This design comes from an exercise in tuning for small area, a short achievable clock period and few clock cycles per item on the open sky130 flow, not from production work. RTL that was checked went through simulation tests only; none was proved equivalent to the original.

==> flow/design.v (excerpt) <==
module calc_core (
	input             clk,
	input             rst,
	input             start,
	input      [9:0]  op,
	input      [19:0] a,
	input      [19:0] b,
	output            busy,
	output reg        done,
	output reg [19:0] result,
	output            neg,
	output     [47:0] hex
	);
	localparam OP_ADD  = 10'b0000000001;
	localparam OP_SUB  = 10'b0000000010;
	localparam OP_MUL  = 10'b0000000100;
	localparam OP_DIV  = 10'b0000001000;
	localparam OP_LOG  = 10'b1000000001;
	localparam OP_POW  = 10'b1000000010;
	localparam OP_FACT = 10'b1000000100;
	localparam OP_D2R  = 10'b1000001000;
	localparam N = 4;  
	reg        busy_r;
	reg        mode_pow;    
	reg        divz;        
	reg        acc1;        
	reg [19:0] ra;          
	reg [19:0] rb;          
	reg [2:0]  cnt;         
	assign busy = busy_r;
	assign neg  = result[19];
	wire accept = start & ~busy_r;
	wire        pmul   = rb[0] & ~acc1;            
	wire [19:0] mx = busy_r ? (pmul ? result : ra) : a;
	wire [19:0] my = busy_r ? ra : (op[1] ? a : b);
	wire [19:0] pp [0:19];
	genvar gi;
	generate
		for (gi = 0; gi < 20; gi = gi + 1) begin : g_pp
			assign pp[gi] = {20{mx[gi]}} & my;
		end
	endgenerate
	wire ms1 = pp[0][19] ^ pp[1][18];
	wire mc1 = pp[0][19] & pp[1][18];
	wire ms2 = pp[0][13] ^ pp[1][12];
	wire mc2 = pp[0][13] & pp[1][12];
	wire ms3 = pp[0][14] ^ pp[1][13] ^ pp[2][12];
	wire mc3 = (pp[0][14] & pp[1][13]) | (pp[2][12] & (pp[0][14] ^ pp[1][13]));
	wire ms4 = pp[3][11] ^ pp[4][10];
	wire mc4 = pp[3][11] & pp[4][10];
	wire ms5 = pp[0][15] ^ pp[1][14] ^ pp[2][13];
	wire mc5 = (pp[0][15] & pp[1][14]) | (pp[2][13] & (pp[0][15] ^ pp[1][14]));
	wire ms6 = pp[3][12] ^ pp[4][11] ^ pp[5][10];
	wire mc6 = (pp[3][12] & pp[4][11]) | (pp[5][10] & (pp[3][12] ^ pp[4][11]));
	wire ms7 = pp[6][9] ^ pp[7][8];
	wire mc7 = pp[6][9] & pp[7][8];
	wire ms8 = pp[0][16] ^ pp[1][15] ^ pp[2][14];
	wire mc8 = (pp[0][16] & pp[1][15]) | (pp[2][14] & (pp[0][16] ^ pp[1][15]));
  ...
Size: about 3700 cells after synthesis, roughly 68 flip-flops, ~23000 µm² of cells after synthesis.
export LEC_CHECK = 0
export ABC_AREA = 1
export CAP_MARGIN = 20
export CORE_MARGIN = 2
export CORE_UTILIZATION = 40
export SLEW_MARGIN = 20
create_clock -name core_clock -period 55.0 [get_ports {clk}]
standard.sh (not shown) runs the stock make flow with config.mk's settings and CLKGATE_MAP_FILE= SYNTH_SCRIPT=/design/flow/synth_recipe.tcl, a recipe that flattens the netlist after the stock synthesis.
==> flow/flow/run.sh <==
#!/bin/bash
# The standard layout, with a stronger buffer on every input and output port
# than buffer_ports picks by default.
set -euo pipefail
bash standard.sh "BUFFER_PORTS_ARGS=-buffer_cell sky130_fd_sc_hd__buf_2" finish > standard_make.log 2>&1
Testbench counts at the start, summed over its fixed seeds: cycles 2,871, items 1,920.
Rerun with:
--- a/flow/design.v
+++ b/flow/design.v
@@ -593,23 +593,24 @@
 			add3[2] = (d[3] & d[0]) | (d[2] & ~d[1] & ~d[0]);
 			add3[1] = (d[3] & ~d[0]) | (~d[2] & d[1]) | (d[1] & d[0]);
 			add3[0] = (d[3] & ~d[0]) | (~d[3] & ~d[2] & d[0]) | (d[2] & d[1] & ~d[0]);
 		end
 	endfunction
 	reg [23:0] bcd;
 	integer i;
 	always @* begin
 		bcd = 24'd0;
-		for (i = 19; i >= 0; i = i - 1) begin
+		for (i = 18; i >= 0; i = i - 1) begin
 			bcd[3:0]   = add3(bcd[3:0]);
 			bcd[7:4]   = add3(bcd[7:4]);
 			bcd[11:8]  = add3(bcd[11:8]);
 			bcd[15:12] = add3(bcd[15:12]);
 			bcd[19:16] = add3(bcd[19:16]);
 			bcd[23:20] = add3(bcd[23:20]);
 			bcd = {bcd[22:0], mag[i]};
 		end
 	end
 	assign hex = divz ? 48'hFB8EAB_FFFFFF :
+		mag[19] ? 48'h92A499A48080 :
 		{seg(bcd[23:20]), seg(bcd[19:16]), seg(bcd[15:12]),
 		 seg(bcd[11:8]), seg(bcd[7:4]), seg(bcd[3:0])};
 endmodule
=>
- via count is lower by 1.7%
- clock skew barely changes
- sequential cell count stays the same
- register-to-register slack loses 0.64 ns
- global-route usage rises by 1.3 points
- count of clock-buffer cells in the layout goes up by 2
Testbench counts after the change, summed over its fixed seeds: cycles 2,871, items 1,920.

* * *

## v6
Another version of the RTL of calc_core (not shown whole).
Size in the first run: ~3700 cells after synthesis, about 23000 um^2 of cells after synthesis.
## calc_core
module calc_core (
	input             clk,
	input             rst,
	input             start,
	input      [9:0]  op,
	input      [19:0] a,
	input      [19:0] b,
	output            busy,
	output reg        done,
	output reg [19:0] result,
	output            neg,
	output     [47:0] hex
	);
clock: 55.0 ns
lec_check: 0
abc_area: 1
cap_margin: 20
core_margin: 2
core_utilization: 40
slew_margin: 20
Scripts as last shown in full above: flow/flow/run.sh
Testbench counts of v6, summed over its fixed seeds: cycles 2,871, items 1,920.
> inputs changed (v6 -> v7)
--- a/flow/design.v
+++ b/flow/design.v
@@ -26,19 +26,19 @@
 	reg        acc1;        
 	reg [19:0] ra;          
 	reg [19:0] rb;          
 	reg [2:0]  cnt;         
 	assign busy = busy_r;
 	assign neg  = result[19];
 	wire accept = start & ~busy_r;
 	wire        pmul   = rb[0] & ~acc1;            
 	wire [19:0] mx = busy_r ? (pmul ? result : ra) : a;
-	wire [19:0] my = busy_r ? ra : (op[1] ? a : b);
+	wire [19:0] my = busy_r ? ra : (op[9] ? a : b);
 	wire [19:0] pp [0:19];
 	genvar gi;
 	generate
 		for (gi = 0; gi < 20; gi = gi + 1) begin : g_pp
 			assign pp[gi] = {20{mx[gi]}} & my;
 		end
 	endgenerate
 	wire ms1 = pp[0][19] ^ pp[1][18];
 	wire mc1 = pp[0][19] & pp[1][18];
@@ -381,19 +381,23 @@
 	wire ms170 = ms152 ^ mc132 ^ mc151;
 	wire mc170 = (ms152 & mc132) | (mc151 & (ms152 ^ mc132));
 	wire ms171 = ms153 ^ mc134 ^ mc152;
 	wire mc171 = (ms153 & mc134) | (mc152 & (ms153 ^ mc134));
 	wire [19:0] mt0 = {ms171, ms170, ms169, ms168, ms167, ms166, ms165, ms164, ms163, ms162, ms161, ms160, ms159, ms158, ms157, ms156, ms155, ms154, pp[0][1], pp[0][0]};
 	wire [19:0] mt1 = {mc170, mc169, mc168, mc167, mc166, mc165, mc164, mc163, mc162, mc161, mc160, mc159, mc158, mc157, mc156, mc155, mc154, pp[2][0], pp[1][0], 1'b0};
 	wire        use_tree = busy_r | op[2] | op[9];
 	wire [19:0] sum_x = use_tree ? mt0 : a;
 	wire [19:0] sum_y = use_tree ? mt1 : (b ^ {20{op[1]}});
-	wire [19:0] prod  = sum_x + sum_y + {19'd0, op[1] & ~use_tree};
+	wire        sum_c = op[1] & ~use_tree;
+	wire [11:0] sum_lo  = {1'b0, sum_x[9:0], 1'b1} + {1'b0, sum_y[9:0], sum_c};
+	wire [10:0] sum_hi0 = {1'b0, sum_x[19:10]} + {1'b0, sum_y[19:10]};
+	wire [10:0] sum_hi1 = {sum_x[19:10], 1'b1} + {sum_y[19:10], 1'b1};
+	wire [19:0] prod  = {sum_lo[11] ? sum_hi1[10:1] : sum_hi0[9:0], sum_lo[10:1]};
 	wire [19:0] addsub = prod;
 	function [19:0] fact_lut;
 		input [4:0] x;
 		begin
 			case (x)
 			5'd0: fact_lut = 20'd1;
 			5'd1: fact_lut = 20'd1;
 			5'd2: fact_lut = 20'd2;
 			5'd3: fact_lut = 20'd6;
@@ -435,31 +439,41 @@
 			dq = {dq[18:0], 1'b0};
 			dd = {1'b0, dt} - {2'b0, rb};
 			if (!dd[21]) begin
 				dr = dd[19:0];
 				dq[0] = 1'b1;
 			end else
 				dr = dt[19:0];
 		end
 	end
-	reg [4:0] la, lb;
-	integer m;
-	always @* begin
-		la = 5'd0;
-		lb = 5'd0;
-		for (m = 0; m < 20; m = m + 1) begin
-			if (a[m]) la = m + 1;
-			if (b[m]) lb = m + 1;
+	function [4:0] msb;
+		input [19:0] v;
+		reg [15:0] x1;
+		reg [7:0]  x2;
+		reg [3:0]  x3;
+		reg [1:0]  x4;
+		begin
+			msb[4] = |v[19:16];
+			x1 = msb[4] ? {12'd0, v[19:16]} : v[15:0];
+			msb[3] = |x1[15:8];
+			x2 = msb[3] ? x1[15:8] : x1[7:0];
+			msb[2] = |x2[7:4];
+			x3 = msb[2] ? x2[7:4] : x2[3:0];
+			msb[1] = |x3[3:2];
+			x4 = msb[1] ? x3[3:2] : x3[1:0];
+			msb[0] = x4[1];
 		end
-	end
-	wire [4:0] ldiff = la - lb;
-	wire       qzero = (la < lb);
-	wire [19:0] log_r = {15'd0, (la[4:1] == 4'd0) ? 5'd0 : la - 5'd1};
+	endfunction
+	wire [4:0] pa = msb(a);
+	wire [4:0] pb = msb(b);
+	wire [4:0] ldiff = pa - pb;
+	wire       qzero = (a == 20'd0) | (pa < pb);
+	wire [19:0] log_r = {15'd0, pa};
 	reg [2:0]  j0;
 	always @* begin
 		if (ldiff >= 5'd16) j0 = 3'd4;
 		else j0 = {1'b0, ldiff[3:2]};
 	end
 	wire pzero = (a == 20'd0) ||
 		(a[0]   == 1'b0  && b >= 20'd20) ||
 		(a[1:0] == 2'd0  && b >= 20'd10) ||
 		(a[2:0] == 3'd0  && b >= 20'd7)  ||
Results
Compared with v6, die height in v7 increased slightly. Of the two candidates, v6 has the better via count and v7 the worse one. From v6 to v7 the numbers moved as follows: setup slack higher; setup slack after placement shows an increase of 0.31 ns; multi-input logic area increased by 630 um^2 relative to the old numbers; design area moved up. Diff v6 -> v7 | worst hold slack | decrease of 0.092 ns. NOTE: endpoint required time on the critical path in v7 falls short of that of v6. v6 reports its termination of the worst setup path as result[18]$_DFFE_PP_ while v7 reports hex[35]. v7: share of final-layout standard cells stronger than drive strength 1 is 3.1 points higher than what v6 reported.
Function not checked in v7: the RTL went through the layout flow alone.

==> afterwards: timing with drivers on the ports <==
In the flow no input, the clock included, has a driving cell. The finished layouts below were timed again as built, in two steps.
Step 1 (the two cells are an assumption about what drives the block):
set clk [get_ports {clk}]
set_driving_cell -lib_cell sky130_fd_sc_hd__clkbuf_16 $clk
set_driving_cell -lib_cell sky130_fd_sc_hd__buf_2 [delete_from_list [all_inputs] $clk]
Step 2 moves the port delays by t, midway between the first and last clock arrival at a register: inputs arrive t later, outputs are due t later. That takes back most of the time a late clock gives input paths.
a / b / c = ideal / step 1 / step 2; a / b = the first two.
run | t (ns) | setup slack, ns | worst setup path after step 2 | worst register clock-pin slew, ns
the first run of note 1 | 0.376 | 36.767 / 36.725 / 36.647 | input to register | 0.07 / 0.07
the second run of note 1 | 0.389 | 36.521 / 36.478 / 36.386 | input to register | 0.07 / 0.07
v6 | 0.393 | 36.379 / 36.392 / 36.000 | input to register | 0.07 / 0.07
v7 | 0.384 | 36.724 / 36.681 / 36.506 | input to register | 0.07 / 0.07
After both steps setup and hold are still met in every run listed. The setup slack of v6, which loses most, moves by +0.013 ns with the drivers and by -0.379 ns with both steps.
